This is an optimization exercise on Yosys and OpenROAD, whose aim is small area, a short achievable clock period and few clock cycles per item, not a production implementation.
The RTL was checked by simulation tests, not by an equivalence proof against the original design.
Power is estimated from default activity; no workload was simulated.

`design/flow/config.mk`:
```
export PLATFORM = sky130hd
export DESIGN_NAME = cordic_multiply
export DESIGN_NICKNAME = cordic_multiply
export VERILOG_FILES = /design/flow/design.v
export SDC_FILE = /design/flow/constraint.sdc
export NUM_CORES = 4
export LEC_CHECK = 0
export CAP_MARGIN = 20
export CORE_MARGIN = 2
export CORE_UTILIZATION = 40
export CTS_BUF_LIST = sky130_fd_sc_hd__clkbuf_4
export SETUP_SLACK_MARGIN = 3.0
export SLEW_MARGIN = 20
export SYNTH_HIERARCHICAL = 1
export SYNTH_MINIMUM_KEEP_SIZE = 0
```
`design/flow/constraint.sdc`:
```
create_clock -name core_clock -period 7.0 [get_ports {clk}]
set_input_delay 1.4000 -clock core_clock [delete_from_list [all_inputs] [get_ports {clk}]]
set_output_delay 1.4000 -clock core_clock [all_outputs]
set_load 0.01 [all_outputs]
```
`design/flow/design.v`:
```
module cordic_multiply #(
    parameter WL = 16,
    parameter FL = 14,
    parameter N_ITER = 15
)(
    input  wire                 clk,
    input  wire                 rst_n,
    input  wire                 start,
    input  wire signed [WL-1:0] in1,
    input  wire signed [WL-1:0] in2,
    output wire signed [WL-1:0] out,
    output reg                  done
);
    reg  [15:1] ya_r, yb_r;
    reg         c0_r, p16_r;
    reg  [8:3] yc_r;
    wire p1 = ~(in1[0]);
    wire p2 = ~(in1[1]);
    wire p3 = ~(in1[2]);
    wire p4 = ~(in1[3]);
    wire p5 = ~(in1[4]);
    wire p6 = ~(in1[5]);
    wire p7 = ~(in1[6]);
    wire p8 = ~(in1[7]);
    wire p9 = ~(in1[8]);
    wire p10 = ~(in1[9]);
    wire p11 = ~(in1[10]);
    wire p12 = ~(in1[11]);
    wire p13 = ~(in1[12]);
    wire p14 = ~(in1[13]);
    wire p15 = ~(in1[14]);
    wire p16 = ~(~(in1[15]));
    wire p17 = ~(in2[15] & ~in1[0]);
    wire p18 = ~(in2[15]);
    wire p19 = ~(in2[14] & in1[1]);
    wire p20 = ~(in2[13] & in1[2]);
    wire p21 = ~(in2[12] & in1[3]);
    wire p22 = ~(in2[11] & in1[4]);
    wire p23 = ~(in2[10] & in1[5]);
    wire p24 = ~(in2[9] & in1[6]);
    wire p25 = ~(in2[8] & in1[7]);
    wire p26 = ~(in2[7] & in1[8]);
    wire p27 = ~(in2[6] & in1[9]);
    wire p28 = ~(in2[5] & in1[10]);
    wire p29 = ~(in2[4] & in1[11]);
    wire p30 = ~(in2[3] & in1[12]);
    wire p31 = ~(in2[2] & in1[13]);
    wire p32 = ~(~(in2[1] & in1[14]));
    wire p33 = ~(in2[15] & ~in1[1]);
    wire p34 = ~(in2[14] & in1[2]);
    wire p35 = ~(in2[13] & in1[3]);
    wire p36 = ~(in2[12] & in1[4]);
    wire p37 = ~(in2[11] & in1[5]);
    wire p38 = ~(in2[10] & in1[6]);
    wire p39 = ~(in2[9] & in1[7]);
    wire p40 = ~(in2[8] & in1[8]);
    wire p41 = ~(in2[7] & in1[9]);
    wire p42 = ~(in2[6] & in1[10]);
    wire p43 = ~(in2[5] & in1[11]);
    wire p44 = ~(in2[4] & in1[12]);
    wire p45 = ~(in2[3] & in1[13]);
    wire p46 = ~(in2[2] & in1[14]);
    wire p47 = ~(~(in2[1] & in1[15]));
    wire p48 = ~(in2[1] & in1[14]);
    wire p49 = ~(in2[15] & ~in1[2]);
    wire p50 = ~(in2[14] & in1[3]);
    wire p51 = ~(in2[13] & in1[4]);
    wire p52 = ~(in2[12] & in1[5]);
    wire p53 = ~(in2[11] & in1[6]);
    wire p54 = ~(in2[10] & in1[7]);
    wire p55 = ~(in2[9] & in1[8]);
    wire p56 = ~(in2[8] & in1[9]);
    wire p57 = ~(in2[7] & in1[10]);
    wire p58 = ~(in2[6] & in1[11]);
    wire p59 = ~(in2[5] & in1[12]);
    wire p60 = ~(in2[4] & in1[13]);
    wire p61 = ~(in2[3] & in1[14]);
    wire p62 = ~(~(in2[2] & in1[15]));
    wire p63 = ~(in2[15] & ~in1[3]);
    wire p64 = ~(in2[14] & in1[4]);
    wire p65 = ~(in2[13] & in1[5]);
    wire p66 = ~(in2[12] & in1[6]);
    wire p67 = ~(in2[11] & in1[7]);
    wire p68 = ~(in2[10] & in1[8]);
    wire p69 = ~(in2[9] & in1[9]);
    wire p70 = ~(in2[8] & in1[10]);
    wire p71 = ~(in2[7] & in1[11]);
    wire p72 = ~(in2[6] & in1[12]);
    wire p73 = ~(in2[5] & in1[13]);
    wire p74 = ~(in2[4] & in1[14]);
    wire p75 = ~(~(in2[3] & in1[15]));
    wire p76 = ~(in2[15] & ~in1[4]);
    wire p77 = ~(in2[14] & in1[5]);
    wire p78 = ~(in2[13] & in1[6]);
    wire p79 = ~(in2[12] & in1[7]);
    wire p80 = ~(in2[11] & in1[8]);
    wire p81 = ~(in2[10] & in1[9]);
    wire p82 = ~(in2[9] & in1[10]);
    wire p83 = ~(in2[8] & in1[11]);
    wire p84 = ~(in2[7] & in1[12]);
    wire p85 = ~(in2[6] & in1[13]);
    wire p86 = ~(in2[5] & in1[14]);
    wire p87 = ~(~(in2[4] & in1[15]));
    wire p88 = ~(in2[15] & ~in1[5]);
    wire p89 = ~(in2[14] & in1[6]);
    wire p90 = ~(in2[13] & in1[7]);
    wire p91 = ~(in2[12] & in1[8]);
    wire p92 = ~(in2[11] & in1[9]);
    wire p93 = ~(in2[10] & in1[10]);
    wire p94 = ~(in2[9] & in1[11]);
    wire p95 = ~(in2[8] & in1[12]);
    wire p96 = ~(in2[7] & in1[13]);
    wire p97 = ~(in2[6] & in1[14]);
    wire p98 = ~(~(in2[5] & in1[15]));
    wire p99 = ~(in2[15] & ~in1[6]);
    wire p100 = ~(in2[14] & in1[7]);
    wire p101 = ~(in2[13] & in1[8]);
    wire p102 = ~(in2[12] & in1[9]);
    wire p103 = ~(in2[11] & in1[10]);
    wire p104 = ~(in2[10] & in1[11]);
    wire p105 = ~(in2[9] & in1[12]);
    wire p106 = ~(in2[8] & in1[13]);
    wire p107 = ~(in2[7] & in1[14]);
    wire p108 = ~(~(in2[6] & in1[15]));
    wire p109 = ~(in2[15] & ~in1[7]);
    wire p110 = ~(in2[14] & in1[8]);
    wire p111 = ~(in2[13] & in1[9]);
    wire p112 = ~(in2[12] & in1[10]);
    wire p113 = ~(in2[11] & in1[11]);
    wire p114 = ~(in2[10] & in1[12]);
    wire p115 = ~(in2[9] & in1[13]);
    wire p116 = ~(in2[8] & in1[14]);
    wire p117 = ~(~(in2[7] & in1[15]));
    wire p118 = ~(in2[15] & ~in1[8]);
    wire p119 = ~(in2[14] & in1[9]);
    wire p120 = ~(in2[13] & in1[10]);
    wire p121 = ~(in2[12] & in1[11]);
    wire p122 = ~(in2[11] & in1[12]);
    wire p123 = ~(in2[10] & in1[13]);
    wire p124 = ~(in2[9] & in1[14]);
    wire p125 = ~(~(in2[8] & in1[15]));
    wire p126 = ~(in2[15] & ~in1[9]);
    wire p127 = ~(in2[14] & in1[10]);
    wire p128 = ~(in2[13] & in1[11]);
    wire p129 = ~(in2[12] & in1[12]);
    wire p130 = ~(in2[11] & in1[13]);
    wire p131 = ~(in2[10] & in1[14]);
    wire p132 = ~(~(in2[9] & in1[15]));
    wire p133 = ~(in2[15] & ~in1[10]);
    wire p134 = ~(in2[14] & in1[11]);
    wire p135 = ~(in2[13] & in1[12]);
    wire p136 = ~(in2[12] & in1[13]);
    wire p137 = ~(in2[11] & in1[14]);
    wire p138 = ~(~(in2[10] & in1[15]));
    wire p139 = ~(in2[15] & ~in1[11]);
    wire p140 = ~(in2[14] & in1[12]);
    wire p141 = ~(in2[13] & in1[13]);
    wire p142 = ~(in2[12] & in1[14]);
    wire p143 = ~(~(in2[11] & in1[15]));
    wire p144 = ~(in2[15] & ~in1[12]);
    wire p145 = ~(in2[14] & in1[13]);
    wire p146 = ~(in2[13] & in1[14]);
    wire p147 = ~(~(in2[12] & in1[15]));
    wire p148 = ~(in2[15] & ~in1[13]);
    wire p149 = ~(in2[14] & in1[14]);
    wire p150 = ~(~(in2[13] & in1[15]));
    wire p151 = ~(in2[15] & ~in1[14]);
    wire p152 = ~(~(in2[14] & in1[15]));
    wire p153 = ~(in2[15] & ~in1[15]);
    wire p154 = ~(1'b1);
    wire s155, c156;
    cm_fa us155 (.a(p1), .b(p2), .ci(p3), .s(s155), .co(c156));
    wire s157, c158;
    cm_fa us157 (.a(p4), .b(p5), .ci(p6), .s(s157), .co(c158));
    wire s159, c160;
    cm_fa us159 (.a(p7), .b(p8), .ci(p9), .s(s159), .co(c160));
    wire s161, c162;
    cm_fa us161 (.a(p10), .b(p11), .ci(p12), .s(s161), .co(c162));
    wire s163, c164;
    cm_fa us163 (.a(p13), .b(p14), .ci(p15), .s(s163), .co(c164));
    wire s165, c166;
    cm_fa us165 (.a(s155), .b(s157), .ci(s159), .s(s165), .co(c166));
    wire s167, c168;
    cm_fa us167 (.a(s161), .b(s163), .ci(s165), .s(s167), .co(c168));
    wire s169, c170;
    cm_fa us169 (.a(p16), .b(p17), .ci(p18), .s(s169), .co(c170));
    wire s171, c172;
    cm_fa us171 (.a(p19), .b(p20), .ci(p21), .s(s171), .co(c172));
    wire s173, c174;
    cm_fa us173 (.a(p22), .b(p23), .ci(p24), .s(s173), .co(c174));
    wire s175, c176;
    cm_fa us175 (.a(p25), .b(p26), .ci(p27), .s(s175), .co(c176));
    wire s177, c178;
    cm_fa us177 (.a(p28), .b(p29), .ci(p30), .s(s177), .co(c178));
    wire s179, c180;
    cm_fa us179 (.a(p31), .b(p32), .ci(c156), .s(s179), .co(c180));
    wire s181, c182;
    cm_fa us181 (.a(c158), .b(c160), .ci(c162), .s(s181), .co(c182));
    wire s183, c184;
    cm_fa us183 (.a(c164), .b(s169), .ci(s171), .s(s183), .co(c184));
    wire s185, c186;
    cm_fa us185 (.a(s173), .b(s175), .ci(s177), .s(s185), .co(c186));
    wire s187, c188;
    cm_fa us187 (.a(c166), .b(s179), .ci(s181), .s(s187), .co(c188));
    wire s189, c190;
    cm_fa us189 (.a(s183), .b(s185), .ci(c168), .s(s189), .co(c190));
    wire s191, c192;
    cm_fa us191 (.a(p33), .b(p34), .ci(p35), .s(s191), .co(c192));
    wire s193, c194;
    cm_fa us193 (.a(p36), .b(p37), .ci(p38), .s(s193), .co(c194));
    wire s195, c196;
    cm_fa us195 (.a(p39), .b(p40), .ci(p41), .s(s195), .co(c196));
    wire s197, c198;
    cm_fa us197 (.a(p42), .b(p43), .ci(p44), .s(s197), .co(c198));
    wire s199, c200;
    cm_fa us199 (.a(p45), .b(p46), .ci(p47), .s(s199), .co(c200));
    wire s201, c202;
    cm_fa us201 (.a(p48), .b(c170), .ci(c172), .s(s201), .co(c202));
    wire s203, c204;
    cm_fa us203 (.a(c174), .b(c176), .ci(c178), .s(s203), .co(c204));
    wire s205, c206;
    cm_fa us205 (.a(s191), .b(s193), .ci(s195), .s(s205), .co(c206));
    wire s207, c208;
    cm_fa us207 (.a(s197), .b(s199), .ci(c180), .s(s207), .co(c208));
    wire s209, c210;
    cm_fa us209 (.a(c182), .b(c184), .ci(c186), .s(s209), .co(c210));
    wire s211, c212;
    cm_fa us211 (.a(s201), .b(s203), .ci(s205), .s(s211), .co(c212));
    wire s213, c214;
    cm_fa us213 (.a(c188), .b(s207), .ci(s209), .s(s213), .co(c214));
    wire s215, c216;
    cm_fa us215 (.a(s211), .b(c190), .ci(s213), .s(s215), .co(c216));
    wire s217, c218;
    cm_fa us217 (.a(p49), .b(p50), .ci(p51), .s(s217), .co(c218));
    wire s219, c220;
    cm_fa us219 (.a(p52), .b(p53), .ci(p54), .s(s219), .co(c220));
    wire s221, c222;
    cm_fa us221 (.a(p55), .b(p56), .ci(p57), .s(s221), .co(c222));
    wire s223, c224;
    cm_fa us223 (.a(p58), .b(p59), .ci(p60), .s(s223), .co(c224));
    wire s225, c226;
    cm_fa us225 (.a(p61), .b(p62), .ci(c192), .s(s225), .co(c226));
    wire s227, c228;
    cm_fa us227 (.a(c194), .b(c196), .ci(c198), .s(s227), .co(c228));
    wire s229, c230;
    cm_fa us229 (.a(c200), .b(s217), .ci(s219), .s(s229), .co(c230));
    wire s231, c232;
    cm_fa us231 (.a(s221), .b(s223), .ci(c202), .s(s231), .co(c232));
    wire s233, c234;
    cm_fa us233 (.a(c204), .b(c206), .ci(s225), .s(s233), .co(c234));
    wire s235, c236;
    cm_fa us235 (.a(s227), .b(s229), .ci(c208), .s(s235), .co(c236));
    wire s237, c238;
    cm_fa us237 (.a(c210), .b(s231), .ci(c212), .s(s237), .co(c238));
    wire s239, c240;
    cm_fa us239 (.a(s233), .b(s235), .ci(c214), .s(s239), .co(c240));
    wire s241, c242;
    cm_fa us241 (.a(p63), .b(p64), .ci(p65), .s(s241), .co(c242));
    wire s243, c244;
    cm_fa us243 (.a(p66), .b(p67), .ci(p68), .s(s243), .co(c244));
    wire s245, c246;
    cm_fa us245 (.a(p69), .b(p70), .ci(p71), .s(s245), .co(c246));
    wire s247, c248;
    cm_fa us247 (.a(p72), .b(p73), .ci(p74), .s(s247), .co(c248));
    wire s249, c250;
    cm_fa us249 (.a(p75), .b(c218), .ci(c220), .s(s249), .co(c250));
    wire s251, c252;
    cm_fa us251 (.a(c222), .b(c224), .ci(s241), .s(s251), .co(c252));
    wire s253, c254;
    cm_fa us253 (.a(s243), .b(s245), .ci(s247), .s(s253), .co(c254));
    wire s255, c256;
    cm_fa us255 (.a(c226), .b(c228), .ci(c230), .s(s255), .co(c256));
    wire s257, c258;
    cm_fa us257 (.a(s249), .b(s251), .ci(s253), .s(s257), .co(c258));
    wire s259, c260;
    cm_fa us259 (.a(c232), .b(c234), .ci(s255), .s(s259), .co(c260));
    wire s261, c262;
    cm_fa us261 (.a(s257), .b(c236), .ci(c238), .s(s261), .co(c262));
    wire s263, c264;
    cm_fa us263 (.a(p76), .b(p77), .ci(p78), .s(s263), .co(c264));
    wire s265, c266;
    cm_fa us265 (.a(p79), .b(p80), .ci(p81), .s(s265), .co(c266));
    wire s267, c268;
    cm_fa us267 (.a(p82), .b(p83), .ci(p84), .s(s267), .co(c268));
    wire s269, c270;
    cm_fa us269 (.a(p85), .b(p86), .ci(p87), .s(s269), .co(c270));
    wire s271, c272;
    cm_fa us271 (.a(c242), .b(c244), .ci(c246), .s(s271), .co(c272));
    wire s273, c274;
    cm_fa us273 (.a(c248), .b(s263), .ci(s265), .s(s273), .co(c274));
    wire s275, c276;
    cm_fa us275 (.a(s267), .b(s269), .ci(c250), .s(s275), .co(c276));
    wire s277, c278;
    cm_fa us277 (.a(c252), .b(c254), .ci(s271), .s(s277), .co(c278));
    wire s279, c280;
    cm_fa us279 (.a(s273), .b(c256), .ci(s275), .s(s279), .co(c280));
    wire s281, c282;
    cm_fa us281 (.a(c258), .b(s277), .ci(c260), .s(s281), .co(c282));
    wire s283, c284;
    cm_fa us283 (.a(p88), .b(p89), .ci(p90), .s(s283), .co(c284));
    wire s285, c286;
    cm_fa us285 (.a(p91), .b(p92), .ci(p93), .s(s285), .co(c286));
    wire s287, c288;
    cm_fa us287 (.a(p94), .b(p95), .ci(p96), .s(s287), .co(c288));
    wire s289, c290;
    cm_fa us289 (.a(p97), .b(p98), .ci(c264), .s(s289), .co(c290));
    wire s291, c292;
    cm_fa us291 (.a(c266), .b(c268), .ci(c270), .s(s291), .co(c292));
    wire s293, c294;
    cm_fa us293 (.a(s283), .b(s285), .ci(s287), .s(s293), .co(c294));
    wire s295, c296;
    cm_fa us295 (.a(c272), .b(c274), .ci(s289), .s(s295), .co(c296));
    wire s297, c298;
    cm_fa us297 (.a(s291), .b(s293), .ci(c276), .s(s297), .co(c298));
    wire s299, c300;
    cm_fa us299 (.a(c278), .b(s295), .ci(c280), .s(s299), .co(c300));
    wire s301, c302;
    cm_fa us301 (.a(p99), .b(p100), .ci(p101), .s(s301), .co(c302));
    wire s303, c304;
    cm_fa us303 (.a(p102), .b(p103), .ci(p104), .s(s303), .co(c304));
    wire s305, c306;
    cm_fa us305 (.a(p105), .b(p106), .ci(p107), .s(s305), .co(c306));
    wire s307, c308;
    cm_fa us307 (.a(p108), .b(c284), .ci(c286), .s(s307), .co(c308));
    wire s309, c310;
    cm_fa us309 (.a(c288), .b(s301), .ci(s303), .s(s309), .co(c310));
    wire s311, c312;
    cm_fa us311 (.a(s305), .b(c290), .ci(c292), .s(s311), .co(c312));
    wire s313, c314;
    cm_fa us313 (.a(c294), .b(s307), .ci(s309), .s(s313), .co(c314));
    wire s315, c316;
    cm_fa us315 (.a(c296), .b(s311), .ci(s313), .s(s315), .co(c316));
    wire s317, c318;
    cm_fa us317 (.a(p109), .b(p110), .ci(p111), .s(s317), .co(c318));
    wire s319, c320;
    cm_fa us319 (.a(p112), .b(p113), .ci(p114), .s(s319), .co(c320));
    wire s321, c322;
    cm_fa us321 (.a(p115), .b(p116), .ci(p117), .s(s321), .co(c322));
    wire s323, c324;
    cm_fa us323 (.a(c302), .b(c304), .ci(c306), .s(s323), .co(c324));
    wire s325, c326;
    cm_fa us325 (.a(s317), .b(s319), .ci(s321), .s(s325), .co(c326));
    wire s327, c328;
    cm_fa us327 (.a(c308), .b(c310), .ci(s323), .s(s327), .co(c328));
    wire s329, c330;
    cm_fa us329 (.a(s325), .b(c312), .ci(c314), .s(s329), .co(c330));
    wire s331, c332;
    cm_fa us331 (.a(p118), .b(p119), .ci(p120), .s(s331), .co(c332));
    wire s333, c334;
    cm_fa us333 (.a(p121), .b(p122), .ci(p123), .s(s333), .co(c334));
    wire s335, c336;
    cm_fa us335 (.a(p124), .b(p125), .ci(c318), .s(s335), .co(c336));
    wire s337, c338;
    cm_fa us337 (.a(c320), .b(c322), .ci(s331), .s(s337), .co(c338));
    wire s339, c340;
    cm_fa us339 (.a(s333), .b(c324), .ci(c326), .s(s339), .co(c340));
    wire s341, c342;
    cm_fa us341 (.a(s335), .b(s337), .ci(c328), .s(s341), .co(c342));
    wire s343, c344;
    cm_fa us343 (.a(s339), .b(c330), .ci(s341), .s(s343), .co(c344));
    wire s345, c346;
    cm_fa us345 (.a(p126), .b(p127), .ci(p128), .s(s345), .co(c346));
    wire s347, c348;
    cm_fa us347 (.a(p129), .b(p130), .ci(p131), .s(s347), .co(c348));
    wire s349, c350;
    cm_fa us349 (.a(p132), .b(c332), .ci(c334), .s(s349), .co(c350));
    wire s351, c352;
    cm_fa us351 (.a(s345), .b(s347), .ci(c336), .s(s351), .co(c352));
    wire s353, c354;
    cm_fa us353 (.a(c338), .b(s349), .ci(c340), .s(s353), .co(c354));
    wire s355, c356;
    cm_fa us355 (.a(s351), .b(c342), .ci(s353), .s(s355), .co(c356));
    wire s357, c358;
    cm_fa us357 (.a(p133), .b(p134), .ci(p135), .s(s357), .co(c358));
    wire s359, c360;
    cm_fa us359 (.a(p136), .b(p137), .ci(p138), .s(s359), .co(c360));
    wire s361, c362;
    cm_fa us361 (.a(c346), .b(c348), .ci(s357), .s(s361), .co(c362));
    wire s363, c364;
    cm_fa us363 (.a(s359), .b(c350), .ci(s361), .s(s363), .co(c364));
    wire s365, c366;
    cm_fa us365 (.a(c352), .b(s363), .ci(c354), .s(s365), .co(c366));
    wire s367, c368;
    cm_fa us367 (.a(p139), .b(p140), .ci(p141), .s(s367), .co(c368));
    wire s369, c370;
    cm_fa us369 (.a(p142), .b(p143), .ci(c358), .s(s369), .co(c370));
    wire s371, c372;
    cm_fa us371 (.a(c360), .b(s367), .ci(c362), .s(s371), .co(c372));
    wire s373, c374;
    cm_fa us373 (.a(s369), .b(c364), .ci(s371), .s(s373), .co(c374));
    wire s375, c376;
    cm_fa us375 (.a(p144), .b(p145), .ci(p146), .s(s375), .co(c376));
    wire s377, c378;
    cm_fa us377 (.a(p147), .b(c368), .ci(s375), .s(s377), .co(c378));
    wire s379, c380;
    cm_fa us379 (.a(c370), .b(s377), .ci(c372), .s(s379), .co(c380));
    wire s381, c382;
    cm_fa us381 (.a(p148), .b(p149), .ci(p150), .s(s381), .co(c382));
    wire s383, c384;
    cm_fa us383 (.a(c376), .b(s381), .ci(c378), .s(s383), .co(c384));
    wire s385, c386;
    cm_fa us385 (.a(p151), .b(p152), .ci(c382), .s(s385), .co(c386));
    wire s387, c388;
    cm_fa us387 (.a(p153), .b(p154), .ci(c386), .s(s387), .co(c388));
    wire [16:0] ya = {s387, c384, c380, c374, c366, c356, c344, s343, s327, c298, s297, s279, s259, s237, s215, s187, s167};
    wire [16:0] yb = {1'b1, s385, s383, s379, s373, s365, s355, 1'b1, c316, c300, c282, c262, c240, c216, 1'b1, s189, 1'b1};
    wire        cy0 = ya[0] | yb[0];        
    wire        sx16 = ~(ya[16] ^ yb[16]);  
    always @(posedge clk) begin
        ya_r  <= ya[15:1];
        yb_r  <= yb[15:1];
        c0_r  <= cy0;
        p16_r <= sx16;
    end
    always @(posedge clk)
        yc_r <= {s329, s315, s299, s281, s261, s239};
    wire [15:1] ya2, yb2;
    wire yk9;
    wire yk8;
    wire yk7;
    wire yk6;
    wire yk5;
    wire yk4;
    cm_fa ur3 (.a(ya_r[3]), .b(yb_r[3]), .ci(yc_r[3]), .s(ya2[3]), .co(yk4));
    cm_fa ur4 (.a(ya_r[4]), .b(yb_r[4]), .ci(yc_r[4]), .s(ya2[4]), .co(yk5));
    cm_fa ur5 (.a(ya_r[5]), .b(yb_r[5]), .ci(yc_r[5]), .s(ya2[5]), .co(yk6));
    cm_fa ur6 (.a(ya_r[6]), .b(yb_r[6]), .ci(yc_r[6]), .s(ya2[6]), .co(yk7));
    cm_fa ur7 (.a(ya_r[7]), .b(yb_r[7]), .ci(yc_r[7]), .s(ya2[7]), .co(yk8));
    cm_fa ur8 (.a(ya_r[8]), .b(yb_r[8]), .ci(yc_r[8]), .s(ya2[8]), .co(yk9));
    assign ya2[1] = ya_r[1];
    assign yb2[1] = yb_r[1];
    assign ya2[2] = ya_r[2];
    assign yb2[2] = yb_r[2];
    assign yb2[3] = 1'b1;
    assign yb2[4] = yk4;
    assign yb2[5] = yk5;
    assign yb2[6] = yk6;
    assign yb2[7] = yk7;
    assign yb2[8] = yk8;
    assign ya2[9] = ya_r[9];
    assign yb2[9] = yk9;
    assign ya2[10] = ya_r[10];
    assign yb2[10] = yb_r[10];
    assign ya2[11] = ya_r[11];
    assign yb2[11] = yb_r[11];
    assign ya2[12] = ya_r[12];
    assign yb2[12] = yb_r[12];
    assign ya2[13] = ya_r[13];
    assign yb2[13] = yb_r[13];
    assign ya2[14] = ya_r[14];
    assign yb2[14] = yb_r[14];
    assign ya2[15] = ya_r[15];
    assign yb2[15] = yb_r[15];
    wire [16:0] sum = {p16_r, ya2, 1'b1} + {1'b1, yb2, c0_r};
    assign out = ~sum[16:1];
    always @(posedge clk or negedge rst_n)
        if (!rst_n) done <= 1'b0;
        else        done <= start;
endmodule
module cm_han (
    input  wire a,
    input  wire b,
    output wire s,
    output wire co
);
    assign s  = ~(a ^ b);
    assign co = a | b;
endmodule
module cm_fa (
    input  wire a,
    input  wire b,
    input  wire ci,
    output wire s,
    output wire co
);
    assign s  = a ^ b ^ ci;
    assign co = (a & b) | (a & ci) | (b & ci);
endmodule
```
`design/flow/flow/run.sh`:
```
#!/bin/bash
# Layout flow: the standard flow (standard.sh, unchanged synthesis and
# steps), except that the port buffers are the platform's smallest buffer
# (buf_1) instead of the default pick; repair_design still resizes them where
# a load needs it.  The full output goes to standard.log in this folder.
set -euo pipefail
export BUFFER_PORTS_ARGS="-buffer_cell sky130_fd_sc_hd__buf_1"
bash standard.sh > standard.log 2>&1
```
`design/flow/standard.sh`:
```
#!/bin/bash
# synth_recipe.tcl (not shown) runs the flow's synth.tcl, then flattens the netlist and writes it again
# the make line also repeats each setting of config.mk as NAME=value (left out here)
make -C /OpenROAD-flow-scripts/flow DESIGN_CONFIG=/design/flow/config.mk WORK_HOME=/design/flow/orfs CLKGATE_MAP_FILE= SYNTH_SCRIPT=/design/flow/synth_recipe.tcl "${@:-finish}"
```
==> run_results.csv, run 1 <==
group,metric,value,unit
clock_network,h-tree-depth,2,
grt,grt.total_usage,18.90,%
die,core-area,11320,sq um
detailed_routing,drc,0,
final_layout,drive_gt1_share,15.06,%
grt,grt_pass1_wl,18370,um
pwr,cellPowerDensity,506.9,nW/um^2
detailed_routing,wl_per_cell,18.34,um
worst_setup_path,cpPeakStageDelay,0.41,ns
die,pin_count,52,
placement,dp_hpwl,9013,um
yosys,synth_top_area_share,53.55,%
worst_setup_path,cp_max_fo,3,
yosys,synth_fp_nets,604,
die,die_w,111.2,um
final_layout,diodes,0,
run,drv_cap,0,
grt,grt_pass1_vias,3557,
yosys,synth_area_leaders,"fa_1 54%, dfxtp_1 15%, nand2_1 10%, ha_1 3.8%, and2_1 2.0%",
placement,place_inst,607,
pwr,p_leak,0.001959,uW
clock_network,cts_tree,"yes",
clock_network,clockRootBuffer,"clkbuf_4",
final_layout,fin_nets,649,
timing,period_share,57.52,%
clock_network,clk_pin_slew,0.10,ns
timing,hold_viol_final,0,
worst_setup_path,crit_chain,"fa_2 -> ha_4 -> a21o_1 -> a221o_1 -> a21oi_2 -> buf_4 -> a211o_1 -> o311ai_4 -> buf_2",
detailed_routing,vias_per_cell,5.304,
placement,portBuffers,50,
timing,fin_tns_setup,0,ns
placement,place_area,4928,sq um
die,initial_core_util,40.62,%
die,die_y,111.2,um
clock_network,cts_buffers,5,
grt,antenna_found_initial,0,
worst_setup_path,required,5.60,ns
die,std_cell_rows,39,
yosys,netlist_area,4598,sq um
yosys,syn_area_per_cell,10.64,sq um
run_status,status,"complete, no violations",
final_layout,final_area,5191,sq um
yosys,synth_cells,432,
worst_setup_path,cp.arrival,2.63,ns
placement,place.gp.congestion,0.8693,
timing,hold-worst-slack,0.8106,ns
timing,setup_viol,0,
detailed_routing,drt_iter0_markers,217,
worst_setup_path,start_kind,"register",
final_layout,instances_no_fill,621,
yosys,ys_seq_area_share,15.78,%
timing,rsz0062_at_grt,"yes",
clock_network,clockBufferDepth,2,
worst_setup_path,crit_slowest_cell,"fa_2",
final_layout,syn2layout_area_growth,12.90,%
clock_network,cts_sinks,36,
yosys,ys_types,39,
final_layout,n_fill_cell,1091,
die,die-area,12370,sq um
worst_setup_path,crit_buf_inv,2,
worst_setup_path,crit_path_end_kind,"primary output",
worst_setup_path,worstSetupPathType,"register to primary output",
yosys,yosysWarnings,7,
timing,min_period,4.026,ns
yosys,synth-seq-cells,36,
worst_setup_path,path_delay_family,"compound AO/OA/AOI/OAI gates",
grt,grt_max_degree,18,
clock_network,ctsHoldBuffers,0,
pwr,ir_drop,0.6752,mV
detailed_routing,dr.pass1.iters,4,
timing,drv_slew,0,
yosys,synth_top_area_cell,"fa_1",
worst_hold_path,hp-class,"primary input to async pin",
timing,fmax,0.2484,GHz
detailed_routing,routed_wl,11390,um
detailed_routing,ant_nets,0,
detailed_routing,via_count,3294,
grt,grt_overflow,0,
-- routing by layer --
layer | track usage [%] | vias to the layer above | share of wire, %
met5 | 0 | - | 0
met4 | 5.926 | 0 | 2.1
met3 | 1.695 | 19 | 4.3
met2 | 30.00 | 117 | 46
met1 | 27.73 | 1718 | 47
li1 | - | 1440 | -
-- synthesized netlist by cell type, drive strengths merged --
master,count
a221o,1
nand3b,2
nor2,6
nand2,127
dfxtp,35
nor4b,1
a211oi,2
a41oi,1
nand2b,4
a211o,1
conb,1
and2,15
o21ai,7
inv,23
o221ai,1
nor3b,1
o211ai,1
o21bai,2
ha,14
clkbuf,19
xnor2,6
a21o,2
a2111o,1
and3,1
nand3,8
o21ba,1
dfrtp,1
a311oi,1
o21a,2
fa,123
a221oi,1
nand4,2
xor2,4
o311ai,1
nor3,3
a21oi,11
-- cells by family after synthesis --
logic type	Yosys count	synth area share (%)
XOR/XNOR	10	1.905
AO/OA/AOI/OAI	36	5.578
buffers and inverters	42	3.429
adder cells (fa/ha/maj)	137	57.36
other	1	0.08155
flip-flops	36	15.78
AND/OR/NAND/NOR	170	15.86
-- where the power goes --
| group | switching [uW] | internal [uW] |
|---|---|---|
| clock network | 61.1 | 46.9 |
| logic | 1210 | 949 |
| registers | 47.8 | 313 |
-- modules after synthesis, one instance, submodules excluded --
| module | times used | cells |
|---|---|---|
| cm_fa | 123 | 1 |
| cordic_multiply | 1 | 309 |
-- state kept, by name, indices dropped and copies added (netlist names) --
register,flops
done,1
p16_r,1
ya_r,15
yb_r,13
yc_r,6
-- path summary, 6_finish.rpt --
| check | startpoint | end | depth (start not counted) | slack [ns] |
|---|---|---|---|---|
| min in group core_clock | start | done | 1 | 1.18 |
| max | ya_r[8] | out[15] | 9 | 2.97 |
| min | rst_n | done | 1 | 0.81 |
| max in group asynchronous | rst_n | done | 1 | 6.09 |
-- placed cells by master, fill, tap and decap left out, drive strengths merged, types with 2 or more instances in the layout --
cell      n
and2     15
nor2      6
inv      23
clkbuf   11
o21bai    2
dfxtp    35
o21a      2
nand2   127
o21ai     7
a21o      2
xnor2     6
ha       14
a21oi    11
nor3      3
nand3     8
fa      123
nand3b    2
a211oi    2
nand2b    4
nand4     2
xor2      4
buf      53
-- timing repair --
| item | 4_1_cts | 5_1_grt |
|---|---|---|
| setup endpoints to repair | 21 | 16 |
| pin swaps | 3 | 12 |
| buffers inserted | 1 | 5 |
| resized for setup | 31 | 22 |
-- metrics by stage --
step	power (uW)	util (%)	worst slack [ns]
3_5_place_dp	2200	43.53	2.322
6_report	2631	45.86	2.974
3_3_place_gp	2165	43.53	2.334
5_1_grt	2878	45.86	2.901
4_1_cts	2430	44.78	2.985
2_1_floorplan	1660	-	2.973
-- final cells by class --
type / instances / area (sq um) / area share [%]
timing repair buffer: 57 / 270.3 / 5.206
clock inverter: 1 / 5.005 / 0.09641
tap: 143 / 178.9 / 3.447
multi-input combinational: 354 / 3870 / 74.55
inverter: 23 / 86.33 / 1.663
sequential: 36 / 728.2 / 14.03
clock buffer: 7 / 52.55 / 1.012
Testbench counts, summed over its fixed seeds: cycles 1,608, items 1,600.
==> run 2: changes to the inputs <==
--- a/design/flow/config.mk
+++ b/design/flow/config.mk
@@ -9,7 +9,7 @@
 export CORE_MARGIN = 2
 export CORE_UTILIZATION = 40
 export CTS_BUF_LIST = sky130_fd_sc_hd__clkbuf_4
-export SETUP_SLACK_MARGIN = 3.0
+export SETUP_SLACK_MARGIN = 3.1
 export SLEW_MARGIN = 20
 export SYNTH_HIERARCHICAL = 1
 export SYNTH_MINIMUM_KEEP_SIZE = 0
==> run 2 against run 1 <==
Against the previous run:
- flip-flop and latch count did not move
- routed wire length rose by 1.2%
- core utilization rose by 0.72 points
- worst hold slack got worse by 0.0048 ns
- fmax rose by 2.5%
- via count barely moved
- still clean on timing, DRC and antenna
- combinational power rose by 2%
==> run_results.csv, run 2 <==
group,metric,value,unit
yosys,synth_fp_nets,604,
final_layout,largest_reg_flops,15,
timing,setup_viol,0,
worst_setup_path,required,5.60,ns
final_layout,drive_gt1_share,18.46,%
detailed_routing,ant_nets,0,
timing,fmax,0.2546,GHz
placement,portBuffers,50,
clock_network,clk_pin_slew,0.11,ns
die,die-area,12370,sq um
placement,dp_hpwl,9160,um
grt,antenna_found_initial,0,
detailed_routing,wl_per_cell,18.44,um
die,core-area,11320,sq um
final_layout,regMostFlops,"ya_r",
final_layout,fin_nets,653,
clock_network,cts_sinks,36,
timing,min_period,3.927,ns
worst_setup_path,cp.arrival,2.53,ns
run_status,status,"complete, no violations",
final_layout,final_util,46.57,%
worst_setup_path,cp_max_fo,3,
final_layout,final_cell_mix,"126 x nand2_1, 102 x fa_1, 33 x dfxtp_1",
yosys,synth_edf_count,0,
yosys,ys_seq_area_share,15.78,%
detailed_routing,via_count,3293,
yosys,synth_area_leaders,"fa_1 54%, dfxtp_1 15%, nand2_1 10%, ha_1 3.8%, and2_1 2.0%",
yosys,netlist_area,4598,sq um
worst_setup_path,start_kind,"register",
yosys,synth_commonest_cells,"127 x nand2_1, 123 x fa_1, 35 x dfxtp_1, 23 x inv_1, 19 x clkbuf_1",
final_layout,syn2layout_area_growth,14.67,%
final_layout,layout_commonest_cell,"nand2_1",
pwr,ir_drop,0.8142,mV
grt,grt.total_usage,19.53,%
grt,grt_overflow,0,
worst_setup_path,crit_chain,"fa_1 -> ha_2 -> nor4b_4 -> o21bai_2 -> a311oi_2 -> o21bai_1 -> xnor2_1 -> buf_2",
worst_setup_path,crit_path_end_kind,"primary output",
yosys,async_flop_share,2.778,%
die,die_y,111.2,um
detailed_routing,dr.pass1.iters,4,
worst_setup_path,crit_slowest_cell,"fa_1",
clock_network,cts_tree,"yes",
detailed_routing,drt_iter0_markers,176,
timing,rsz0062_at_grt,"yes",
final_layout,diodes,0,
grt,grt_pass1_vias,3693,
yosys,synth_cells,432,
grt,grt_max_degree,18,
yosys,synth_top_area_share,53.55,%
placement,place.gp.congestion,0.8520,
yosys,syn_area_per_cell,10.64,sq um
pwr,cellPowerDensity,505.3,nW/um^2
clock_network,clockRootBuffer,"clkbuf_4",
timing,period_share,56.10,%
timing,hold_viol_final,0,
worst_setup_path,cpPeakStageDelay,0.48,ns
run,drv_cap,0,
clock_network,clockBufferDepth,2,
worst_hold_path,hp-class,"primary input to async pin",
worst_setup_path,worstSetupPathType,"register to primary output",
timing,fin_tns_setup,0,ns
timing,drv_slew,0,
clock_network,h-tree-depth,2,
final_layout,top_regs,"ya_r x15, yb_r x13, yc_r x6",
die,pin_count,52,
yosys,synth_top_area_cell,"fa_1",
grt,grt_pass1_wl,19020,um
die,die_w,111.2,um
yosys,yosysMostFrequentCell,"nand2_1",
detailed_routing,drc,0,
detailed_routing,routed_wl,11530,um
yosys,synth-seq-cells,36,
die,std_cell_rows,39,
detailed_routing,vias_per_cell,5.269,
yosys,ys_types,39,
yosys,synthFlopType,"dfxtp_1",
clock_network,cts_buffers,5,
final_layout,final_area,5273,sq um
pwr,p_leak,0.001988,uW
yosys,yosysWarnings,7,
placement,place_area,4951,sq um
die,initial_core_util,40.62,%
==> run 2: cell counts after synthesis <==
No cell type changed its count.
==> run 2: what timing repair did <==
item | CTS | global route
hold buffers | 0 | 0
setup endpoints to repair | 28 | 20
pin swaps | 10 | 4
buffers inserted | 6 | 4
gates resized for setup | 48 | 24
==> run 2: per-layer routing <==
layer,vias up,routed length [um],GRT usage (%)
li1,1444,-,-
met1,1699,5193,28.26
met2,134,5402,31.91
met3,16,740,1.968
met4,0,189,4.856
met5,-,0,0
==> run 2: layout make-up <==
type / count / area, sq um
fill: 1076 / 6048
sequential: 36 / 728.2
clock inverter: 2 / 7.507
multi-input combinational: 354 / 3892
clock buffer: 6 / 45.04
timing repair buffer: 61 / 334.1
inverter: 23 / 86.33
tap: 143 / 178.9
==> run 2: per-stage QoR <==
step | hold slack [ns] | std cells | power, uW | setup WS (ns)
after global routing | 0.7796 | 625 | 2941 | 2.910
final | 0.8058 | 625 | 2664 | 3.073
after global placement | 1.163 | 607 | 2163 | 2.331
after detailed placement | 1.164 | 607 | 2207 | 2.298
after floorplan | 1.104 | 432 | 1666 | 3.015
after CTS | 0.7772 | 621 | 2527 | 3.024
==> run 2: final timing paths <==
| check | startpoint | endpoint | slack, ns | depth (start not counted) |
|---|---|---|---|---|
| min in group core_clock | start | done | 1.17 | 1 |
| min | rst_n | done | 0.81 | 1 |
| max in group asynchronous | rst_n | done | 6.10 | 1 |
| max | ya_r[4] | out[13] | 3.07 | 8 |
==> run 2: cell families (layout without fill, tap and decap cells) <==
family / count (synthesis) / after routing / share of synthesized area, %
other: 1 / 1 / 0.08155
adder cells (fa/ha/maj): 137 / 137 / 57.36
AND/OR/NAND/NOR: 170 / 170 / 15.86
AO/OA/AOI/OAI: 36 / 36 / 5.578
flip-flops: 36 / 36 / 15.78
buffers and inverters: 42 / 92 / 3.429
XOR/XNOR: 10 / 10 / 1.905
==> run 2: worst max-delay path: cells and delay by family, from the launching register on <==
family          cells  cell delay (ns)
fa+ha+maj           2             0.72
compound gates      3             0.57
flops               1             0.33
simple gates        1             0.29
xor+xnor            1             0.15
buf+inv             1             0.15
==> run 2: where the power goes <==
| part | internal [uW] | switching (uW) | leakage [uW] |
|---|---|---|---|
| combinational | 993 | 1210 | 0.00165 |
| sequential | 313 | 46.8 | 0.000307 |
| clock | 41.1 | 61.0 | 0.0000307 |
==> run 2: per-module statistics from Yosys (local to each module, per instance) <==
| module | flops+latches | times used |
|---|---|---|
| cm_fa | 0 | 123 |
| cordic_multiply | 36 | 1 |
==> run 3: changes to the inputs <==
--- a/design/flow/config.mk
+++ b/design/flow/config.mk
@@ -7,9 +7,9 @@
 export LEC_CHECK = 0
 export CAP_MARGIN = 20
 export CORE_MARGIN = 2
-export CORE_UTILIZATION = 40
+export CORE_UTILIZATION = 50
 export CTS_BUF_LIST = sky130_fd_sc_hd__clkbuf_4
-export SETUP_SLACK_MARGIN = 3.1
+export SETUP_SLACK_MARGIN = 2.9
 export SLEW_MARGIN = 20
 export SYNTH_HIERARCHICAL = 1
 export SYNTH_MINIMUM_KEEP_SIZE = 0
==> run 3 against run 2 <==
Against the previous run:
- non-clock buffer count decreased by 9
- sequential power about the same
- worst hold slack improved by 0.015 ns
- largest power group unchanged
- final cell count decreased by 7.2%
- synthesized area unchanged
- fmax decreased by 2.4%
- via count decreased by 3.6%
- combinational power decreased by 11%
- setup slack got worse by 0.095 ns
- sequential share of layout area increased by 0.61 points
- count of clock-buffer cells in the layout unchanged
==> run_results.csv, run 3 <==
group,metric,value,unit
run_status,status,"complete, no violations",
yosys,yosysWarnings,7,
yosys,synth_top_area_share,53.55,%
worst_setup_path,cp_max_fo,7,
worst_setup_path,crit_path_end_kind,"register",
worst_setup_path,crit_buf_inv,2,
worst_setup_path,critical_path_cell_count,7,
pwr,p_leak,0.001918,uW
clock_network,ctsHoldBuffers,0,
die,core-area,8806,sq um
timing,fmax,0.2486,GHz
die,die-area,9979,sq um
yosys,syn_area_per_cell,10.64,sq um
yosys,synth_fp_nets,604,
yosys,ys_seq_area_share,15.78,%
worst_setup_path,cp.arrival,4.24,ns
die,std_cell_rows,34,
detailed_routing,drc,0,
pwr,ir_drop,0.4089,mV
final_layout,top_regs,"ya_r x15, yb_r x13, yc_r x6",
yosys,synth_area_leaders,"fa_1 54%, dfxtp_1 15%, nand2_1 10%, ha_1 3.8%, and2_1 2.0%",
yosys,synth_commonest_cells,"127 x nand2_1, 123 x fa_1, 35 x dfxtp_1, 23 x inv_1, 19 x clkbuf_1",
worst_setup_path,start_kind,"primary input",
worst_setup_path,path_delay_family,"adder cells",
yosys,synthFlopType,"dfxtp_1",
worst_setup_path,required,7.22,ns
die,initial_core_util,52.22,%
worst_setup_path,cpPeakStageDelay,0.57,ns
clock_network,h-tree-depth,2,
placement,portBuffers,50,
final_layout,layout_commonest_cell,"nand2_1",
timing,setup_viol,0,
timing,hold_viol_final,0,
worst_setup_path,crit_chain,"buf_1 -> inv_1 -> fa_1 -> fa_1 -> fa_1 -> fa_1 -> fa_1",
final_layout,regMostFlops,"ya_r",
yosys,synth-seq-cells,36,
timing,min_period,4.022,ns
grt,grt_pass1_vias,3592,
yosys,netlist_area,4598,sq um
final_layout,syn2layout_area_growth,9.415,%
final_layout,drive_gt1_share,10.38,%
detailed_routing,via_count,3176,
timing,drv_slew,0,
clock_network,clk_pin_slew,0.10,ns
timing,period_share,57.46,%
final_layout,diodes,0,
yosys,ys_types,39,
die,die_w,99.90,um
worst_setup_path,worstSetupPathType,"primary input to register",
clock_network,cts_sinks,36,
worst_setup_path,crit_top_cell,"fa_1",
detailed_routing,dr.pass1.iters,4,
placement,dp_hpwl,8923,um
grt,grt_overflow,0,
pwr,cellPowerDensity,480.0,nW/um^2
yosys,async_flop_share,2.778,%
detailed_routing,vias_per_cell,5.476,
yosys,synth_edf_count,0,
clock_network,clockBufferDepth,2,
detailed_routing,routed_wl,11010,um
clock_network,clockRootBuffer,"clkbuf_4",
worst_hold_path,hp-class,"primary input to async pin",
final_layout,final_cell_mix,"127 x nand2_1, 117 x fa_1, 35 x dfxtp_1",
grt,grt.total_usage,24.74,%
die,die_y,99.90,um
placement,place.gp.congestion,0.8947,
grt,grt_pass1_wl,18780,um
die,pin_count,52,
yosys,yosysMostFrequentCell,"nand2_1",
clock_network,cts_buffers,5,
clock_network,cts_tree,"yes",
detailed_routing,drt_iter0_markers,109,
detailed_routing,ant_nets,0,
final_layout,fin_nets,644,
run,drv_cap,0,
worst_setup_path,crit_slowest_cell,"fa_1",
grt,antenna_found_initial,0,
grt,grt_max_degree,18,
timing,rsz0062_at_grt,"yes",
detailed_routing,wl_per_cell,18.99,um
final_layout,largest_reg_flops,15,
yosys,synth_cells,432,
timing,setup_ws,2.978,ns
yosys,synth_top_area_cell,"fa_1",
placement,post-place-ws,2.296,ns
timing,fin_tns_setup,0,ns
==> run 3: cell types whose count changed in the layout (fill, tap and decap cells not counted), moves of 3 or more <==
cell / change
buf_4: -12
fa_2: -15
buf_1: +6
clkbuf_2: +3
fa_1: +15
clkbuf_4: -7
==> run 3: final timing paths <==
kind,startpoint,endpoint,slack (ns)
min in group core_clock,start,done,1.18
max in group asynchronous,rst_n,done,6.07
setup / recovery,in1[6],ya_r[2],2.98
hold / removal,rst_n,done,0.82
==> run 3: power breakdown <==
| group | leakage (uW) | internal, uW | switching (uW) |
|---|---|---|---|
| combinational | 0.00158 | 841 | 1110 |
| sequential | 0.000307 | 311 | 46.7 |
| clock | 0.0000315 | 40.8 | 60.7 |
==> run 3: kinds of logic (layout without fill, tap and decap cells) <==
group,count (synthesis),in the layout,synth area share (%)
AND/OR/NAND/NOR,170,170,15.86
adder cells (fa/ha/maj),137,137,57.36
buffers and inverters,42,82,3.429
AO/OA/AOI/OAI,36,36,5.578
flip-flops,36,36,15.78
XOR/XNOR,10,10,1.905
other,1,1,0.08155
==> run 3: modules after synthesis (local to each module, per instance) <==
module	copies in the design	cell area [sq um]	cells inside	flops+latches
cordic_multiply	1	2136	309	36
cm_fa	123	20.02	1	0
==> run 3: final cells by class <==
class,instances,area (sq um)
clock buffer,6,45.04
clock inverter,1,5.005
fill,783,3775
inverter,23,86.33
multi-input combinational,354,3806
sequential,36,725.7
tap,108,135.1
timing repair buffer,52,227.7
==> run 3: through the flow <==
stage                     utilization, %  std cells  total power [uW]  instance area [sq um]  hold slack, ns
final                              57.13        580              2415                   5031          0.8208
after global routing               57.13        580              2701                   5031          0.7939
after CTS                          56.32        579              2287                   4960          0.8079
after detailed placement           55.30        572              2146                   4870           1.180
after global placement             55.30        572              2121                   4870           1.162
after floorplan                        -        432              1656                   4636           1.104
==> run 3: timing repair <==
action / in CTS / in global routing
gates resized for setup: 19 / 19
cloned: 0 / 0
buffers inserted: 0 / 1
setup endpoints to repair: 19 / 17
pin swaps: 0 / 5
==> run 3: routing by layer <==
layer	up-vias	global-route usage (%)	part of all wire, %
met5	-	0	0
met4	0	5.690	1.0
met3	9	5.223	7.7
met2	106	39.35	47
met1	1635	35.54	45
li1	1426	-	-
==> run 4: changes to the inputs <==
--- a/design/flow/config.mk
+++ b/design/flow/config.mk
@@ -9,6 +9,7 @@
 export CORE_MARGIN = 2
 export CORE_UTILIZATION = 50
 export CTS_BUF_LIST = sky130_fd_sc_hd__clkbuf_4
+export PLACE_DENSITY = 0.75
 export SETUP_SLACK_MARGIN = 2.9
 export SLEW_MARGIN = 20
 export SYNTH_HIERARCHICAL = 1
==> run 4 against run 3 <==
Against the previous run:
- sequential share of layout area grew 0.050 points
- largest cell class unchanged
- combinational power about the same
- flip-flop and latch count is the same
- setup slack got worse by 0.057 ns
- core utilization fell by 0.20 points
- design area down 0.35%
- global-route usage fell by 0.98 points
==> run_results.csv, run 4 <==
group,metric,value,unit
run_status,status,"complete, no violations",
detailed_routing,ant_nets,0,
yosys,ys_types,39,
clock_network,cts_tree,"yes",
detailed_routing,vias_per_cell,5.750,
clock_network,clk_pin_slew,0.10,ns
die,die_w,99.90,um
die,core-area,8806,sq um
timing,tightest_slew,0.5008,ns
final_layout,regMostFlops,"ya_r",
yosys,synth_edf_count,0,
timing,relSlewSlack,66.61,%
clock_network,cts_buffers,5,
die,pin_count,52,
clock_network,cts_sinks,36,
clock_network,ctsHoldBuffers,0,
grt,grt_pass1_wl,18170,um
grt,grt.total_usage,23.76,%
worst_hold_path,hp-class,"primary input to async pin",
placement,place.gp.congestion,0.9262,
timing,fmax,0.2452,GHz
run,drv_cap,0,
pwr,ir_drop,0.3867,mV
yosys,synth-seq-cells,36,
final_layout,instances_no_fill,580,
worst_setup_path,required,7.22,ns
pwr,p_leak,0.001915,uW
yosys,yosysMostFrequentCell,"nand2_1",
worst_setup_path,crit_top_cell,"fa_1",
detailed_routing,wl_per_cell,18.92,um
worst_setup_path,path_delay_family,"adder cells",
final_layout,n_fill_cell,755,
yosys,async_flop_share,2.778,%
die,die-area,9979,sq um
yosys,synth_fp_nets,604,
final_layout,final_cell_mix,"127 x nand2_1, 117 x fa_1, 35 x dfxtp_1",
detailed_routing,drt_iter0_markers,234,
die,initial_core_util,52.22,%
worst_setup_path,crit_path_end_kind,"register",
worst_setup_path,cp.arrival,4.30,ns
timing,drv_slew,0,
worst_setup_path,worstSetupPathType,"primary input to register",
detailed_routing,drc,0,
timing,hold_viol_final,0,
yosys,yosysWarnings,7,
worst_setup_path,cp_max_fo,7,
final_layout,top_regs,"ya_r x15, yb_r x13, yc_r x6",
die,die_y,99.90,um
grt,grt_max_degree,18,
final_layout,largest_reg_flops,15,
worst_setup_path,start_kind,"primary input",
detailed_routing,routed_wl,10980,um
timing,period_share,58.27,%
grt,grt_pass1_vias,3632,
timing,fin_tns_setup,0,ns
worst_setup_path,crit_slowest_cell,"fa_1",
yosys,synth_top_area_cell,"fa_1",
final_layout,layout_commonest_cell,"nand2_1",
grt,grt_overflow,0,
clock_network,clockRootBuffer,"clkbuf_4",
placement,dp_hpwl,8805,um
worst_setup_path,cpPeakStageDelay,0.56,ns
timing,setup_viol,0,
final_layout,syn2layout_area_growth,9.034,%
yosys,ys_seq_area_share,15.78,%
final_layout,drive_gt1_share,9.958,%
grt,antenna_found_initial,0,
yosys,synthFlopType,"dfxtp_1",
pwr,cellPowerDensity,480.8,nW/um^2
yosys,synth_area_leaders,"fa_1 54%, dfxtp_1 15%, nand2_1 10%, ha_1 3.8%, and2_1 2.0%",
worst_setup_path,crit_buf_inv,2,
placement,place_inst,571,
placement,portBuffers,50,
final_layout,diodes,0,
timing,min_period,4.079,ns
yosys,syn_area_per_cell,10.64,sq um
worst_setup_path,crit_chain,"buf_1 -> inv_1 -> fa_1 -> fa_1 -> fa_1 -> fa_1 -> fa_1",
worst_setup_path,crit_start,"in1[6]",
detailed_routing,dr.pass1.iters,5,
final_layout,fin_nets,643,
yosys,synth_top_area_share,53.55,%
timing,rsz0062_at_grt,"yes",
detailed_routing,via_count,3335,
yosys,synth_cells,432,
die,std_cell_rows,34,
clock_network,h-tree-depth,2,
yosys,synth_commonest_cells,"127 x nand2_1, 123 x fa_1, 35 x dfxtp_1, 23 x inv_1, 19 x clkbuf_1",
clock_network,clockBufferDepth,2,
yosys,netlist_area,4598,sq um
==> run 4: per-stage QoR <==
stage	hold slack, ns	setup slack [ns]	cell area (sq um)	utilization (%)	total power, uW
after global placement	1.163	2.372	4862	55.21	2106
final	0.8057	2.921	5014	56.93	2411
after detailed placement	1.164	2.343	4862	55.21	2150
after global routing	0.7876	2.823	5014	56.93	2652
after floorplan	1.104	2.907	4636	-	1656
after CTS	0.7811	2.856	4945	56.15	2290
==> run 4: path summary, 6_finish.rpt <==
kind | to | slack, ns | depth (start not counted)
setup / recovery | ya_r[2] | 2.92 | 7
hold / removal | done | 0.81 | 1
max in group asynchronous | done | 6.10 | 1
min in group core_clock | done | 1.16 | 1
==> run 4: cells by family after synthesis <==
logic type                 count (synthesis)  synth area share [%]
AOI/OAI and AO/OA                         36                 5.578
xor gates and xnor gates                  10                 1.905
adders and majority gates                137                 57.36
buffers and inverters                     42                 3.429
DFF                                       36                 15.78
other                                      1               0.08155
and+or+nand+nor                          170                 15.86
==> run 4: per-module statistics from Yosys, one instance, submodules excluded <==
module / copies in the design / flip-flops and latches / cells inside
cordic_multiply: 1 / 36 / 309
cm_fa: 123 / 0 / 1
==> run 4: report_power, final <==
group	switching [uW]	internal [uW]
combinational	1130	820
clock	60.2	46.3
sequential	46.0	311
total	1230	1180
==> run 4: final cells by class <==
| type | instances | area [sq um] | share of cell area (%) |
|---|---|---|---|
| multi-input cells | 354 | 3791 | 75.62 |
| flip-flops and latches | 36 | 725.7 | 14.47 |
| repair buffers | 51 | 219.0 | 4.367 |
| well taps | 108 | 135.1 | 2.695 |
| inverters | 23 | 86.33 | 1.722 |
| clock buffers | 7 | 52.55 | 1.048 |
| clock inverters | 1 | 3.754 | 0.07487 |
==> run 4: routing by layer <==
metal  vias to the layer above  wire, um  global-route usage (%)
li1                       1424         -                       -
met4                         0       169                   7.271
met5                         -         0                       0
met3                        16      1079                   3.830
met1                      1696      4522                   33.92
met2                       199      5204                   37.99
==> run 4: what timing repair did <==
item                                   4_1_cts  5_1_grt
resized for setup                           14       20
endpoints found under the hold margin        0        0
setup buffers                                0        1
cloned                                       0        0
pin swaps                                    1        6
setup endpoints to repair                   19       19
==> run 5: changes to the inputs <==
--- a/design/flow/config.mk
+++ b/design/flow/config.mk
@@ -7,7 +7,7 @@
 export LEC_CHECK = 0
 export CAP_MARGIN = 20
 export CORE_MARGIN = 2
-export CORE_UTILIZATION = 50
+export CORE_UTILIZATION = 40
 export CTS_BUF_LIST = sky130_fd_sc_hd__clkbuf_4
 export PLACE_DENSITY = 0.75
 export SETUP_SLACK_MARGIN = 2.9
==> run 5 against run 4 <==
Against the previous run:
- sequential share of layout area about the same
- design area up 0.20%
- synthesized cell count unchanged
- sequential power about the same
- die area up 24%
- routed wire length down 3.4%
- critical path depth unchanged
- combinational power down 4%
- critical endpoint unchanged
==> run_results.csv, run 5 <==
group,metric,value,unit
run_status,status,"complete, no violations",
die,die_w,111.2,um
timing,drv_slew,0,
placement,dp_hpwl,8941,um
timing,fmax,0.2480,GHz
worst_hold_path,hp-class,"primary input to async pin",
grt,grt.total_usage,18.09,%
die,core-area,11320,sq um
timing,fin_tns_setup,0,ns
worst_setup_path,cpPeakStageDelay,0.57,ns
timing,rsz0062_at_grt,"yes",
yosys,synth_fp_nets,604,
yosys,synth_top_area_cell,"fa_1",
run,drv_cap,0,
worst_setup_path,required,7.21,ns
die,initial_core_util,40.62,%
detailed_routing,drt_iter0_markers,173,
die,die-area,12370,sq um
final_layout,drive_gt1_share,8.493,%
detailed_routing,dr.pass1.iters,4,
grt,grt_max_degree,18,
yosys,synth_compound_area_share,5.578,%
yosys,synth_top_area_share,53.55,%
final_layout,final-seq-area,725.7,sq um
yosys,ys_seq_area_share,15.78,%
timing,setup_viol,0,
die,die_y,111.2,um
final_layout,n_fill_cell,1076,
yosys,synthXorXnorAreaFrac,1.905,%
clock_network,h-tree-depth,2,
clock_network,clk_pin_slew,0.10,ns
yosys,synthFlopType,"dfxtp_1",
placement,place_area,4906,sq um
yosys,netlist_area,4598,sq um
worst_setup_path,crit_path_end_kind,"register",
worst_setup_path,worstSetupPathType,"primary input to register",
grt,grt_overflow,0,
detailed_routing,vias_per_cell,5.192,
yosys,yosysMostFrequentCell,"nand2_1",
worst_setup_path,crit_top_cell,"fa_1",
clock_network,cts_buffers,5,
final_layout,fin_nets,642,
final_layout,final_area,5024,sq um
final_layout,multiInputGateArea,3770,sq um
clock_network,cts_sinks,36,
yosys,ys_types,39,
placement,place.gp.congestion,0.8968,
pwr,ir_drop,0.6711,mV
pwr,cellPowerDensity,464.4,nW/um^2
yosys,async_flop_share,2.778,%
yosys,synthMuxAreaShare,0,%
clock_network,clockRootBuffer,"clkbuf_4",
grt,grt_pass1_wl,17750,um
timing,period_share,57.60,%
timing,min_period,4.032,ns
worst_setup_path,cp_max_fo,7,
final_layout,final_cell_mix,"127 x nand2_1, 118 x fa_1, 35 x dfxtp_1",
final_layout,top_regs,"ya_r x15, yb_r x13, yc_r x6",
yosys,yosys.area_share.adder,57.36,%
worst_setup_path,crit_buf_inv,2,
detailed_routing,drc,0,
final_layout,diodes,0,
yosys,synth_area_leaders,"fa_1 54%, dfxtp_1 15%, nand2_1 10%, ha_1 3.8%, and2_1 2.0%",
worst_setup_path,start_kind,"primary input",
pwr,p_leak,0.001902,uW
yosys,syn_area_per_cell,10.64,sq um
worst_setup_path,cp.arrival,4.24,ns
clock_network,ctsHoldBuffers,0,
yosys,synth_edf_count,0,
worst_setup_path,crit_chain,"buf_1 -> inv_1 -> fa_1 -> fa_1 -> fa_1 -> fa_1 -> fa_1",
final_layout,syn2layout_area_growth,9.252,%
detailed_routing,ant_nets,0,
worst_setup_path,crit_slowest_cell,"fa_1",
detailed_routing,via_count,3188,
yosys,synth-seq-cells,36,
yosys,synth_top_family_by_area,"adder cells",
die,pin_count,52,
clock_network,clockBufferDepth,2,
yosys,synth_commonest_cells,"127 x nand2_1, 123 x fa_1, 35 x dfxtp_1, 23 x inv_1, 19 x clkbuf_1",
yosys,synthSimpleGateAreaFrac,15.86,%
detailed_routing,routed_wl,10600,um
final_layout,regMostFlops,"ya_r",
detailed_routing,wl_per_cell,17.26,um
worst_setup_path,path_delay_family,"adder cells",
die,std_cell_rows,39,
grt,antenna_found_initial,0,
final_layout,largest_reg_flops,15,
clock_network,cts_tree,"yes",
timing,hold_viol_final,0,
placement,portBuffers,50,
yosys,yosysWarnings,7,
grt,grt_pass1_vias,3606,
yosys,synth_cells,432,
final_layout,layout_commonest_cell,"nand2_1",
clock_network,cts_setup_buffers,0,
==> run 5: cell counts after synthesis <==
No cell type changed its count.
==> run 5: final timing paths <==
path / depth (start not counted) / endpoint / startpoint
min: 1 / done / rst_n
max: 7 / ya_r[2] / in1[6]
max in group asynchronous: 1 / done / rst_n
min in group core_clock: 1 / done / start
==> run 5: stage by stage <==
stage / total power, uW / hold slack [ns] / worst slack (ns) / instances / utilization [%]
2_1_floorplan: 1656 / 1.104 / 2.907 / 432 / -
3_3_place_gp: 2123 / 1.164 / 2.411 / 606 / 43.34
3_5_place_dp: 2165 / 1.165 / 2.359 / 606 / 43.34
4_1_cts: 2299 / 0.7954 / 2.916 / 614 / 44.05
5_1_grt: 2605 / 0.7825 / 2.867 / 614 / 44.37
6_report: 2333 / 0.8146 / 2.968 / 614 / 44.37
==> run 5: cell type report <==
cell class	count	area share, %
Multi-Input combinational cell	354	75.04
Sequential cell	36	14.45
Timing Repair Buffer	50	4.184
Tap cell	143	3.562
Inverter	23	1.719
Clock buffer	6	0.8966
Clock inverter	2	0.1494
==> run 5: modules after synthesis (local to each module, per instance) <==
| module | copies in the design | cells inside |
|---|---|---|
| cm_fa | 123 | 1 |
| cordic_multiply | 1 | 309 |
==> run 5: repair_timing <==
item / CTS / global route
endpoints found under the setup margin: 19 / 9
pin swaps: 0 / 2
gates resized for setup: 16 / 12
==> run 5: kinds of logic (layout without fill, tap and decap cells) <==
family | count (synthesis) | after routing
AOI/OAI and AO/OA | 36 | 36
other | 1 | 1
xor gates and xnor gates | 10 | 10
and+or+nand+nor | 170 | 170
DFF | 36 | 36
buffers and inverters | 42 | 81
adders and majority gates | 137 | 137
==> run 5: routing by layer <==
layer  wire (um)  track usage (%)
met1        4414            24.13
met2        5235            30.08
met3         742            3.390
met4         206            5.844
met5           0                0
==> run 5: power by group <==
group	switching (uW)	internal, uW
combinational	1090	782
clock	59.7	41.1
sequential	45.2	311
==> run 6: changes to the inputs <==
--- a/design/flow/config.mk
+++ b/design/flow/config.mk
@@ -8,8 +8,7 @@
 export CAP_MARGIN = 20
 export CORE_MARGIN = 2
 export CORE_UTILIZATION = 40
-export CTS_BUF_LIST = sky130_fd_sc_hd__clkbuf_4
-export PLACE_DENSITY = 0.75
+export CTS_BUF_LIST = sky130_fd_sc_hd__clkbuf_8
 export SETUP_SLACK_MARGIN = 2.9
 export SLEW_MARGIN = 20
 export SYNTH_HIERARCHICAL = 1
==> run 6 against run 5 <==
Against the previous run:
- still clean on timing, DRC and antenna
- setup slack got worse by 0.0056 ns
- combinational power about the same
- clock power increased by about 70%
- worst hold slack improved by 0.049 ns
- synthesized cell count unchanged
- fmax decreased by 0.14%
- core utilization increased by 0.56 points
- total power increased by 3.6%
- highest routed layer unchanged
==> run_results.csv, run 6 <==
group,metric,value,unit
grt,grt_overflow,0,
pwr,p_leak,0.001938,uW
die,die_w,111.2,um
worst_setup_path,crit_slowest_cell,"fa_1",
die,std_cell_rows,39,
timing,fin_tns_setup,0,ns
yosys,async_flop_share,2.778,%
worst_setup_path,crit_path_end_kind,"primary output",
yosys,synth_top_area_share,53.55,%
timing,fmax,0.2477,GHz
die,core-area,11320,sq um
timing,min_period,4.038,ns
timing,setup_viol,0,
pwr,cellPowerDensity,475.2,nW/um^2
detailed_routing,wl_per_cell,18.51,um
final_layout,final-seq-area,725.7,sq um
clock_network,clk_pin_slew,0.07,ns
detailed_routing,routed_wl,11390,um
worst_setup_path,worstSetupPathType,"register to primary output",
yosys,yosysWarnings,7,
yosys,synthFlopType,"dfxtp_1",
yosys,synth_commonest_cells,"127 x nand2_1, 123 x fa_1, 35 x dfxtp_1, 23 x inv_1, 19 x clkbuf_1",
grt,grt_pass1_vias,3704,
timing,hold_viol_final,0,
worst_setup_path,path_delay_family,"compound AO/OA/AOI/OAI gates",
pwr,ir_drop,0.7110,mV
placement,portBuffers,50,
worst_setup_path,start_kind,"register",
die,pin_count,52,
run_status,status,"complete, no violations",
yosys,ys_types,39,
timing,drv_slew,0,
yosys,yosysMostFrequentCell,"nand2_1",
yosys,synth_area_leaders,"fa_1 54%, dfxtp_1 15%, nand2_1 10%, ha_1 3.8%, and2_1 2.0%",
clock_network,cts_sinks,36,
clock_network,cts_tree,"yes",
yosys,netlist_area,4598,sq um
yosys,syn_area_per_cell,10.64,sq um
yosys,synth-seq-cells,36,
detailed_routing,ant_nets,0,
final_layout,multiInputGateArea,3762,sq um
placement,place.gp.congestion,0.8548,
timing,rsz0062_at_grt,"yes",
yosys,synth_cells,432,
grt,grt_max_degree,18,
worst_setup_path,crit_chain,"fa_1 -> ha_1 -> o21ai_0 -> o21bai_2 -> a311oi_2 -> o21bai_1 -> xnor2_1 -> clkbuf_2",
worst_hold_path,hp-class,"primary input to async pin",
final_layout,largest_reg_flops,15,
detailed_routing,drt_iter0_markers,214,
worst_setup_path,crit_buf_inv,1,
die,initial_core_util,40.62,%
yosys,synth_fp_nets,604,
final_layout,syn2layout_area_growth,10.64,%
worst_setup_path,cp_max_fo,3,
pwr,total_power,2418,uW
clock_network,cts_setup_buffers,0,
yosys,synth_edf_count,0,
detailed_routing,via_count,3215,
final_layout,diodes,0,
clock_network,clockBufferDepth,2,
final_layout,top_regs,"ya_r x15, yb_r x13, yc_r x6",
worst_setup_path,cpPeakStageDelay,0.48,ns
worst_setup_path,required,5.60,ns
clock_network,h-tree-depth,2,
worst_setup_path,cp.arrival,2.64,ns
yosys,synth_top_area_cell,"fa_1",
grt,grt.total_usage,19.48,%
final_layout,n_fill_cell,1108,
detailed_routing,dr.pass1.iters,4,
die,die-area,12370,sq um
run,drv_cap,0,
die,die_y,111.2,um
detailed_routing,drc,0,
final_layout,final_cell_mix,"127 x nand2_1, 117 x fa_1, 35 x dfxtp_1",
final_layout,layout_commonest_cell,"nand2_1",
grt,antenna_found_initial,0,
final_layout,fin_nets,643,
final_layout,regMostFlops,"ya_r",
clock_network,cts_buffers,5,
grt,grt_pass1_wl,18930,um
detailed_routing,vias_per_cell,5.228,
timing,period_share,57.68,%
placement,dp_hpwl,9254,um
yosys,ys_seq_area_share,15.78,%
clock_network,clockRootBuffer,"clkbuf_8",
final_layout,drive_gt1_share,8.686,%
[run 6: changes by cell type in the layout (fill, tap and decap cells not counted), sizes merged]
cell    change
inv         +1
bufinv      +1
clkinv      -1
[run 6: modules after synthesis (local to each module, per instance)]
module           cells  flip-flops and latches
cm_fa                1                       0
cordic_multiply    309                      36
[run 6: cell families (layout without fill, tap and decap cells)]
kind of cell	Yosys count	in the layout	share of synthesized area, %
xor gates and xnor gates	10	10	1.905
and+or+nand+nor	170	170	15.86
other	1	1	0.08155
adders and majority gates	137	137	57.36
AOI/OAI and AO/OA	36	36	5.578
buffers and inverters	42	82	3.429
DFF	36	36	15.78
[run 6: layout make-up]
cell class                 instances  share of cell area, %
clock inverter                     3                 0.7624
multi-input combinational        354                  73.95
inverter                          23                  1.697
clock buffer                       5                  1.353
timing repair buffer              51                  4.452
sequential                        36                  14.26
tap                              143                  3.517
[run 6: what timing repair did]
| item | in CTS | in global routing |
|---|---|---|
| hold endpoints to repair | 0 | 0 |
| gates resized for setup | 22 | 10 |
| endpoints found under the setup margin | 19 | 14 |
| hold buffers | 0 | 0 |
| pin swaps | 1 | 1 |
[run 6: worst max-delay path by stage]
stage          startpoint       to  slack [ns]  depth (start not counted)
2_1_floorplan      in1[8]  ya_r[2]        2.91                          7
3_3_place_gp      in2[15]  ya_r[9]        2.32                          7
3_5_place_dp      in2[15]  yc_r[6]        2.28                          7
4_1_cts           ya_r[8]  out[13]        2.90                          8
5_1_grt           ya_r[4]  out[13]        2.83                          8
6_report          ya_r[4]  out[13]        2.96                          8
[run 6: report_power, final]
group | total (uW) | leakage (uW) | internal (uW) | switching, uW
Sequential | 357 | 0.000307 | 312 | 45.1
Clock | 172 | 0.0000593 | 104 | 68.3
Combinational | 1890 | 0.00157 | 788 | 1100
[run 6: stage by stage]
step	instance area, sq um	utilization, %	hold slack (ns)	instances	setup slack, ns
global route	5087	44.94	0.8646	615	2.834
finish	5087	44.94	0.8639	615	2.962
detailed placement	4913	43.40	1.165	607	2.278
CTS	5054	44.64	0.8565	615	2.902
floorplan	4636	-	1.104	432	2.907
global placement	4913	43.40	1.163	607	2.318
[run 6: metal layers]
layer	share of wire (%)	track usage (%)	routed length, um
met1	45	27.72	5101
met2	48	31.63	5424
met3	6.1	2.406	700
met4	1.4	5.761	159
met5	0	0	0

static timing again, ports no longer ideal:
How much do the figures lean on ideal ports? The routed layouts below were timed once more, with nothing changed but the port constraints. Step 1 assumes that a clkbuf_16 drives the clock port and a buf_2 every other input. Step 2 moves the port delays by t, midway between the first and last clock arrival at a register: inputs arrive t later, outputs are due t later. That takes back most of the time a late clock gives input paths. Slacks: ideal ports / drivers / drivers and shift; pairs: ideal ports / drivers.
run	t (ns)	setup slack, ns	worst hold slack (ns)	worst slew at a driven data input, ns	cell pins on the clock port's net
run 1	0.348	2.974 / 2.948 / 2.686	0.811 / 0.809 / 1.156	0.03	1
run 2	0.350	3.073 / 3.047 / 2.784	0.806 / 0.803 / 1.153	0.04	1
run 3	0.347	2.978 / 2.981 / 2.634	0.821 / 0.818 / 1.165	0.04	1
run 4	0.351	2.921 / 2.927 / 2.576	0.806 / 0.804 / 1.155	0.03	1
run 5	0.338	2.968 / 2.966 / 2.628	0.815 / 0.818 / 1.156	0.03	1
run 6	0.306	2.962 / 2.933 / 2.680	0.864 / 0.858 / 1.165	0.03	1
After both steps every run listed still meets setup and hold. The setup slack of run 4, which loses most, moves by +0.006 ns with the drivers and by -0.345 ns with both steps.
